This design comes from an exercise in tuning for small area and a short achievable clock period on the open sky130 flow, not from production work. In this exercise RTL edits were held to simulation tests only and were not proved equivalent to the original. Power figures rest on the tool's default switching activity, not on a simulated workload.

==> flow/design.v <==
module ARMSIM(
	input CLOCK_50, rst, fu_EN,
	output[31:0] imem_addr,
	input[31:0] imem_data,
	output dmem_r_en, dmem_w_en,
	output[31:0] dmem_addr, dmem_wdata,
	input[31:0] dmem_rdata,
	output wb_en,
	output[3:0] wb_dest,
	output[31:0] wb_data
);
	wire clk = CLOCK_50;
	function cond_ok;
		input [3:0] c;
		input [3:0] f;  
		begin
			case (c)
				4'b0000: cond_ok = f[2];
				4'b0001: cond_ok = ~f[2];
				4'b0010: cond_ok = f[1];
				4'b0011: cond_ok = ~f[1];
				4'b0100: cond_ok = f[3];
				4'b0101: cond_ok = ~f[3];
				4'b0110: cond_ok = f[0];
				4'b0111: cond_ok = ~f[0];
				4'b1000: cond_ok = f[1] & ~f[2];
				4'b1001: cond_ok = ~f[1] & f[2];
				4'b1010: cond_ok = f[3] == f[0];
				4'b1011: cond_ok = f[3] != f[0];
				4'b1100: cond_ok = ~f[2] & (f[3] == f[0]);
				4'b1101: cond_ok = ~f[2] | (f[3] != f[0]);
				default: cond_ok = 1'b1;
			endcase
		end
	endfunction
	reg [31:0] pc;
	reg [31:0] f_ins;           
	reg [31:0] f_prev;          
	reg f_stall;                
	reg fu_r;                   
	reg [3:0] sr;               
	reg x_wb, x_mr, x_mw, x_br, x_s;    
	reg x_nh;                   
	reg [3:0] x_cond, x_dest;
	reg [31:0] x_a;             
	reg [31:0] x_bv;            
	reg [11:0] x_so;            
	reg [4:0] x_rot;            
	reg x_lsl, x_t11;           
	reg x_los;
	reg x_inv, x_cinc, x_cin1;
	reg x_sum, x_and, x_or, x_xor, x_mov;   
	reg x_fa_mem, x_fb_mem, x_fa_wb, x_fb_wb;
	reg m_wb, m_mr, m_mw, m_sel;
	reg [3:0] m_dest;
	reg [31:0] m_alu, m_st;
	reg w_wb;
	reg [3:0] w_dest;
	reg [31:0] w_val;
	reg [31:0] rf [0:15];
	reg [15:0] rv;              
	wire x_ok = cond_ok(x_cond, sr) & x_nh;
	wire e_wb = x_wb & x_ok;
	wire e_mr = x_mr & x_ok;
	wire e_mw = x_mw & x_ok;
	wire e_br = x_br & x_ok;
	wire e_s  = x_s & x_ok;
	wire [31:0] opa = x_a | ({32{x_fa_wb}} & w_val) | ({32{x_fa_mem}} & m_alu);
	wire [31:0] opb = x_bv | ({32{x_fb_wb}} & w_val) | ({32{x_fb_mem}} & m_alu);
	wire [63:0] rot2 = {opb, opb} >> x_rot;
	wire [4:0] sh_n = x_so[11:7];
	reg [31:0] keep;
	integer k;
	always @(*) begin
		for (k = 0; k < 32; k = k + 1)
			keep[k] = x_t11 | (x_lsl ? (k >= sh_n) : (k + sh_n < 32));
	end
	wire [31:0] shv = {x_t11 ? opb[0] : rot2[31], rot2[30:0]} & keep;
	wire [31:0] val2 = x_los ? {20'b0, x_so} : shv;
	wire [31:0] b2 = x_inv ? ~val2 : val2;
	wire cin = x_cin1 | (x_cinc & sr[1]);
	wire [31:0] pg = opa ^ b2;
	wire [31:0] g0 = opa & b2;
	reg [31:0] gg, pp;
	reg [32:0] c;
	integer l, j;
	always @(*) begin
		gg = g0;
		pp = pg;
		for (l = 0; l < 5; l = l + 1)
			for (j = 0; j < 32; j = j + 1)
				if (j & (1 << l)) begin
					gg[j] = gg[j] | (pp[j] & gg[((j >> l) << l) - 1]);
					pp[j] = pp[j] & pp[((j >> l) << l) - 1];
				end
		c = {gg | (pp & {32{cin}}), cin};
	end
	wire [31:0] sum = pg ^ c[31:0];
	wire [31:0] lres = ({32{x_and}} & g0) | ({32{x_or}} & (g0 | pg))
	                 | ({32{x_xor}} & pg) | ({32{x_mov}} & b2);
	wire [31:0] alu = ({32{x_sum}} & sum) | lres;
	wire z_sum = &(~(pg ^ {opa[30:0] | b2[30:0], cin}));
	wire f_z = x_sum ? z_sum : (lres == 32'b0);
	wire f_c = x_sum & (c[32] ^ x_inv);
	wire f_v = x_sum & (c[32] ^ c[31]);
	wire [3:0] flags = {alu[31], f_z, f_c, f_v};
	wire [31:0] ins = f_stall ? f_prev : f_ins;
	wire [1:0] mode = ins[27:26];
	wire [3:0] op = ins[24:21];
	wire i_s = ins[20];
	wire i_imm = ins[25];
	wire [3:0] src1 = ins[19:16];
	wire is_ls = (op == 4'b0100) && (mode == 2'b01);
	wire [3:0] src2 = is_ls ? ins[15:12] : (!i_imm && !ins[4]) ? ins[3:0] : 4'b0;
	wire dp = (mode == 2'b00);
	reg d_wbop;
	always @(*) begin
		case (op)
			4'b1101, 4'b1111, 4'b0100, 4'b0101, 4'b0010, 4'b0110,
			4'b0000, 4'b1100, 4'b0001: d_wbop = 1'b1;
			default: d_wbop = 1'b0;
		endcase
	end
	wire d_wb = (dp & d_wbop) | (is_ls & i_s);
	wire d_mr = is_ls & i_s;
	wire d_mw = is_ls & ~i_s;
	wire d_br = (mode == 2'b10) && (op == 4'b0111);
	wire d_s  = dp & i_s;
	reg d_inv, d_cinc, d_cin1, d_sum, d_and, d_or, d_xor, d_mov;
	always @(*) begin
		{d_inv, d_cinc, d_cin1, d_sum, d_and, d_or, d_xor, d_mov} = 8'b0;
		if (dp) begin
			case (op)
				4'b1101: d_mov = 1'b1;                                 
				4'b1111: begin d_mov = 1'b1; d_inv = 1'b1; end         
				4'b0100: d_sum = 1'b1;                                 
				4'b0101: begin d_sum = 1'b1; d_cinc = 1'b1; end        
				4'b0010, 4'b1010: begin d_sum = 1'b1; d_inv = 1'b1; d_cin1 = 1'b1; end  
				4'b0110: begin d_sum = 1'b1; d_inv = 1'b1; d_cinc = 1'b1; end  
				4'b1100: d_or = 1'b1;                                  
				4'b0001: d_xor = 1'b1;                                 
				default: d_and = 1'b1;                                 
			endcase
		end else begin
			d_sum = 1'b1;  
		end
	end
	wire d_immdp = i_imm & ~is_ls & ~d_br;
	wire [63:0] rimm = {24'b0, ins[7:0], 24'b0, ins[7:0]} >> {ins[11:8], 1'b0};
	wire d_sh0 = d_br | d_immdp;      
	wire [11:0] d_so = (d_sh0 & ~is_ls) ? 12'b0 : ins[11:0];
	wire [4:0] d_rot = (d_so[6:5] == 2'b00) ? 5'd0 - d_so[11:7] :
	                   (d_so[6:5] == 2'b11) ? 5'd0 : d_so[11:7];
	wire [31:0] wbv_n = m_sel ? dmem_rdata : m_alu;
	wire use_b = ~d_sh0 | is_ls;
	wire fa_wb_n  = fu_r & ~d_br & m_wb & (m_dest == src1);
	wire fa_mem_n = fu_r & ~d_br & e_wb & (x_dest == src1) & ~fa_wb_n;
	wire fb_wb_n  = fu_r & use_b & m_wb & (m_dest == src2);
	wire fb_mem_n = fu_r & use_b & e_wb & (x_dest == src2) & ~fb_wb_n;
	wire [15:0] dec1 = 16'b1 << src1;
	wire [15:0] dec2 = 16'b1 << src2;
	wire a_rf = ~d_br & ~fa_wb_n & ~fa_mem_n;
	wire b_rf = use_b & ~fb_wb_n & ~fb_mem_n;
	reg [31:0] a_n, b_n;
	integer r;
	always @(*) begin
		a_n = ({32{d_br}} & pc)
		    | ({32{a_rf & ~|(dec1 & rv)}} & {28'b0, src1});
		b_n = ({32{d_br}} & {{8{ins[23]}}, ins[23:0]})
		    | ({32{d_immdp}} & rimm[31:0])
		    | ({32{b_rf & ~|(dec2 & rv)}} & {28'b0, src2});
		for (r = 0; r < 16; r = r + 1) begin
			a_n = a_n | ({32{a_rf & dec1[r] & rv[r]}} & rf[r]);
			b_n = b_n | ({32{b_rf & dec2[r] & rv[r]}} & rf[r]);
		end
	end
	wire ex1 = (x_dest == src1), ex2 = (x_dest == src2);
	wire me1 = (m_dest == src1), me2 = (m_dest == src2);
	wire haz_early = fu_r ? (e_mr & (ex1 | ex2))
	                      : ((e_wb & (ex1 | (~i_imm & ex2))) | (m_wb & (me1 | (~i_imm & me2))));
	wire haz_k = ~fu_r & i_imm & d_mw & ((e_wb & ex2) | (m_wb & me2));
	wire haz_e = haz_early | (haz_k & ~e_s & cond_ok(ins[31:28], sr));
	wire haz_l = haz_k & e_s & cond_ok(ins[31:28], flags);
	wire hazard = haz_e | haz_l;
	wire [31:0] pc_h = haz_e ? pc : e_br ? sum : pc + 32'd1;
	always @(posedge clk) begin
		fu_r <= fu_EN;
		if (rst)
			pc <= 32'b0;
		else
			pc <= haz_l ? pc : pc_h;
		f_ins <= (rst || e_br) ? 32'b0 : imem_data;
		f_prev <= ins;
		f_stall <= ~rst & hazard;
		if (rst)
			sr <= 4'b0;
		else if (e_s)
			sr <= flags;
		if (rst || e_br)
			{x_wb, x_mr, x_mw, x_br, x_s} <= 5'b0;
		else
			{x_wb, x_mr, x_mw, x_br, x_s} <= {d_wb, d_mr, d_mw, d_br, d_s};
		x_nh <= ~hazard;
		x_cond <= ins[31:28];
		x_dest <= ins[15:12];
		x_a <= a_n;
		x_bv <= b_n;
		x_so <= d_so;
		x_rot <= d_rot;
		x_lsl <= (d_so[6:5] == 2'b00);
		x_t11 <= (d_so[6:5] == 2'b11);
		x_los <= is_ls;
		{x_inv, x_cinc, x_cin1} <= {d_inv, d_cinc, d_cin1};
		{x_sum, x_and, x_or, x_xor, x_mov} <= {d_sum, d_and, d_or, d_xor, d_mov};
		{x_fa_mem, x_fb_mem} <= {fa_mem_n, fb_mem_n};
		{x_fa_wb, x_fb_wb} <= {fa_wb_n, fb_wb_n};
		if (rst)
			{m_wb, m_mr, m_mw} <= 3'b0;
		else
			{m_wb, m_mr, m_mw} <= {e_wb, e_mr, e_mw};
		m_sel <= x_mr;
		m_dest <= x_dest;
		m_alu <= alu;
		m_st <= opb;
		if (rst)
			rv <= 16'b0;
		else if (m_wb)
			rv[m_dest] <= 1'b1;
		if (m_wb)
			rf[m_dest] <= wbv_n;
		w_wb <= rst ? 1'b0 : m_wb;
		w_dest <= m_dest;
		w_val <= wbv_n;
	end
	assign imem_addr = pc;
	assign dmem_r_en = m_mr;
	assign dmem_w_en = m_mw;
	assign dmem_addr = m_alu;
	assign dmem_wdata = m_st;
	assign wb_en = w_wb;
	assign wb_dest = w_dest;
	assign wb_data = w_val;
endmodule
==> flow/config.mk <==
export PLATFORM = sky130hd
export DESIGN_NAME = ARMSIM
export DESIGN_NICKNAME = ARMSIM
export VERILOG_FILES = /design/flow/design.v
export SDC_FILE = /design/flow/constraint.sdc
export NUM_CORES = 4
export LEC_CHECK = 0
export ABC_AREA = 1
export CAP_MARGIN = 75
export CORE_MARGIN = 2
export CORE_UTILIZATION = 50
export CTS_CLUSTER_DIAMETER = 80
export CTS_CLUSTER_SIZE = 24
export PLACE_DENSITY = 0.72
export SETUP_SLACK_MARGIN = 0.5
export SLEW_MARGIN = 75
==> flow/constraint.sdc <==
create_clock -name core_clock -period 25.0 [get_ports {CLOCK_50}]
set_input_delay 5.0000 -clock core_clock [delete_from_list [all_inputs] [get_ports {CLOCK_50}]]
set_output_delay 5.0000 -clock core_clock [all_outputs]
set_load 0.01 [all_outputs]
standard.sh (not shown) runs the stock make flow with config.mk's settings and CLKGATE_MAP_FILE= SYNTH_SCRIPT=/design/flow/synth_recipe.tcl, a recipe that flattens the netlist after the stock synthesis.
==> flow/flow/run.sh <==
#!/bin/bash
# The standard layout with two changes after the standard synthesis:
# the ports get plain buffers (buf_2), and the delay cells are kept out of
# the buffering that placement and repair do (they are slow buffers).
set -euo pipefail
bash standard.sh synth > synth.log 2>&1
export BUFFER_PORTS_ARGS="-buffer_cell sky130_fd_sc_hd__buf_2"
export DONT_USE_CELLS="sky130_fd_sc_hd__clkdlybuf4s15_1 sky130_fd_sc_hd__clkdlybuf4s15_2 sky130_fd_sc_hd__clkdlybuf4s18_1 sky130_fd_sc_hd__clkdlybuf4s18_2 sky130_fd_sc_hd__clkdlybuf4s25_1 sky130_fd_sc_hd__clkdlybuf4s25_2 sky130_fd_sc_hd__clkdlybuf4s50_1 sky130_fd_sc_hd__clkdlybuf4s50_2 sky130_fd_sc_hd__dlygate4sd1_1 sky130_fd_sc_hd__dlygate4sd2_1 sky130_fd_sc_hd__dlygate4sd3_1 sky130_fd_sc_hd__dlymetal6s2s_1 sky130_fd_sc_hd__dlymetal6s4s_1 sky130_fd_sc_hd__dlymetal6s6s_1"
bash standard.sh > layout.log 2>&1
The first run finished with timing, DRC and antenna clean.
==> next run, changes <==
--- a/flow/design.v
+++ b/flow/design.v
@@ -44,9 +44,9 @@
 	reg [3:0] x_cond, x_dest;
 	reg [31:0] x_a;             
 	reg [31:0] x_bv;            
 	reg [11:0] x_so;            
-	reg [4:0] x_rot;            
+	reg [4:0] x_rot, x_rot2;    
 	reg x_lsl, x_t11;           
 	reg x_los;
 	reg x_inv, x_cinc, x_cin1;
 	reg x_sum, x_and, x_or, x_xor, x_mov;   
@@ -66,9 +66,19 @@
 	wire e_br = x_br & x_ok;
 	wire e_s  = x_s & x_ok;
 	wire [31:0] opa = x_a | ({32{x_fa_wb}} & w_val) | ({32{x_fa_mem}} & m_alu);
 	wire [31:0] opb = x_bv | ({32{x_fb_wb}} & w_val) | ({32{x_fb_mem}} & m_alu);
-	wire [63:0] rot2 = {opb, opb} >> x_rot;
+	reg [31:0] rot2, rt;
+	integer st, kk;
+	always @(*) begin
+		rot2 = opb;
+		for (st = 0; st < 5; st = st + 1) begin
+			rt = rot2;
+			for (kk = 0; kk < 32; kk = kk + 1)
+				if (kk < 16 ? x_rot[st] : x_rot2[st])
+					rot2[kk] = rt[(kk + (1 << st)) % 32];
+		end
+	end
 	wire [4:0] sh_n = x_so[11:7];
 	reg [31:0] keep;
 	integer k;
 	always @(*) begin
@@ -206,8 +216,9 @@
 		x_a <= a_n;
 		x_bv <= b_n;
 		x_so <= d_so;
 		x_rot <= d_rot;
+		x_rot2 <= is_ls ? 5'd0 : d_rot;
 		x_lsl <= (d_so[6:5] == 2'b00);
 		x_t11 <= (d_so[6:5] == 2'b11);
 		x_los <= is_ls;
 		{x_inv, x_cinc, x_cin1} <= {d_inv, d_cinc, d_cin1};
Global-route usage rose by 0.96 points.
Worst setup slack gets better by 0.034 ns.
Wire length rose by 3.3%.
Count of clock-buffer cells in the layout rose by 7.
Utilization rose by 0.45 points.
Synthesized area rose by 0.58%.
Clock power fell by about 2%.
Clock skew fell by 0.0085 ns.
Register-to-register slack barely changes.
Final area rose by 1.1%.
Total power rose by 11%.

* * *

## run B
RTL: the design.v shown in full above, as it stands there.
clock: 25.0 ns
lec_check: 0
abc_area: 1
cap_margin: 75
core_margin: 2
core_utilization: 50
cts_cluster_diameter: 80
cts_cluster_size: 24
setup_slack_margin: 0.5
slew_margin: 75
Scripts as last shown in full above: flow/flow/run.sh
diff inputs: run B => run C
diff --git a/flow/design.v b/flow/design.v
--- a/flow/design.v
+++ b/flow/design.v
@@ -63,12 +63,12 @@
 	wire e_wb = x_wb & x_ok;
 	wire e_mr = x_mr & x_ok;
 	wire e_mw = x_mw & x_ok;
 	wire e_br = x_br & x_ok;
 	wire e_s  = x_s & x_ok;
-	wire [31:0] opa = x_a | ({32{x_fa_wb}} & w_val) | ({32{x_fa_mem}} & m_alu);
-	wire [31:0] opb = x_bv | ({32{x_fb_wb}} & w_val) | ({32{x_fb_mem}} & m_alu);
+	wire [31:0] opa = x_fa_wb ? w_val : x_fa_mem ? m_alu : x_a;
+	wire [31:0] opb = x_fb_wb ? w_val : x_fb_mem ? m_alu : x_bv;
 	wire [63:0] rot2 = {opb, opb} >> x_rot;
 	wire [4:0] sh_n = x_so[11:7];
 	reg [31:0] keep;
 	integer k;
 	always @(*) begin
@@ -157,12 +157,12 @@
 	wire fa_mem_n = fu_r & ~d_br & e_wb & (x_dest == src1) & ~fa_wb_n;
 	wire fb_wb_n  = fu_r & use_b & m_wb & (m_dest == src2);
 	wire fb_mem_n = fu_r & use_b & e_wb & (x_dest == src2) & ~fb_wb_n;
 	wire [15:0] dec1 = 16'b1 << src1;
 	wire [15:0] dec2 = 16'b1 << src2;
-	wire a_rf = ~d_br & ~fa_wb_n & ~fa_mem_n;
-	wire b_rf = use_b & ~fb_wb_n & ~fb_mem_n;
+	wire a_rf = ~d_br;
+	wire b_rf = use_b;
 	reg [31:0] a_n, b_n;
 	integer r;
 	always @(*) begin
 		a_n = ({32{d_br}} & pc)
 		    | ({32{a_rf & ~|(dec1 & rv)}} & {28'b0, src1});
==> comparison <==
- Run C finished every stage and its layout cleared the timing, design-rule and antenna checks.
- | multi-input combinational area share | run B vs run C | ≈ equal |
- When run C is measured against run B, its non-clock buffer count turns out about 17% higher.
- Run B -> run C: fmax increased slightly
- Compared with run B, run C shows detailed-placement wirelength estimate lower by 3.3%.
- Post-route met1 wirelength in run C is about 1% lower than in run B
- When run C is measured against run B, its cell depth of the worst flop-to-flop path turns out 2.9% higher.
- Leakage power went up by a few percent going from run B to run C.
- Of run C and run B, the run reporting the higher flop-to-flop setup slack was run C.
- Compared to run B, the routing of run C uses less wire.
- Run C vs run B: layout-stage area growth over the synthesis result up in run C
- For the share of total power consumed by net switching, run C came in 2.1 points higher than run B did.
- Lower total chip power was reported by run B, not run C.
- Of run C and run B, it is run C that has the higher critical path's largest stage delay.
- Run C vs run B, setup slack went up by 0.12 ns.

[static timing again, ports no longer ideal]
In the flow no input, the clock included, has a driving cell. The finished layouts below were timed again as built, in two steps. Step 1 sets driving cells, clkbuf_16 on the clock port and buf_2 on the other inputs (assumed; they add their load-dependent delay and slew). Step 2 moves the port delays by t, midway between the first and last clock arrival at a register: inputs arrive t later, outputs are due t later. That takes back most of the time a late clock gives input paths. a / b / c = no drivers / after step 1 / after step 2; a / b = the first two.
| run | t, ns | slack for setup (ns) | hold WS [ns] | worst setup path after step 2 | latest minus earliest clock arrival (ns) |
|---|---|---|---|---|---|
| the first run of note 1 | 0.732 | 18.517 / 18.448 / 18.595 | 0.352 / 0.352 / 0.352 | register to register | 0.048 / 0.047 |
| the second run of note 1 | 0.726 | 18.551 / 18.484 / 18.608 | 0.341 / 0.341 / 0.341 | register to register | 0.037 / 0.036 |
| run B | 0.748 | 18.451 / 18.446 / 18.451 | 0.350 / 0.350 / 0.350 | register to register | 0.067 / 0.067 |
| run C | 0.740 | 18.575 / 18.503 / 18.930 | 0.362 / 0.362 / 0.362 | input to register | 0.055 / 0.055 |
After both steps every run listed still meets setup and hold.
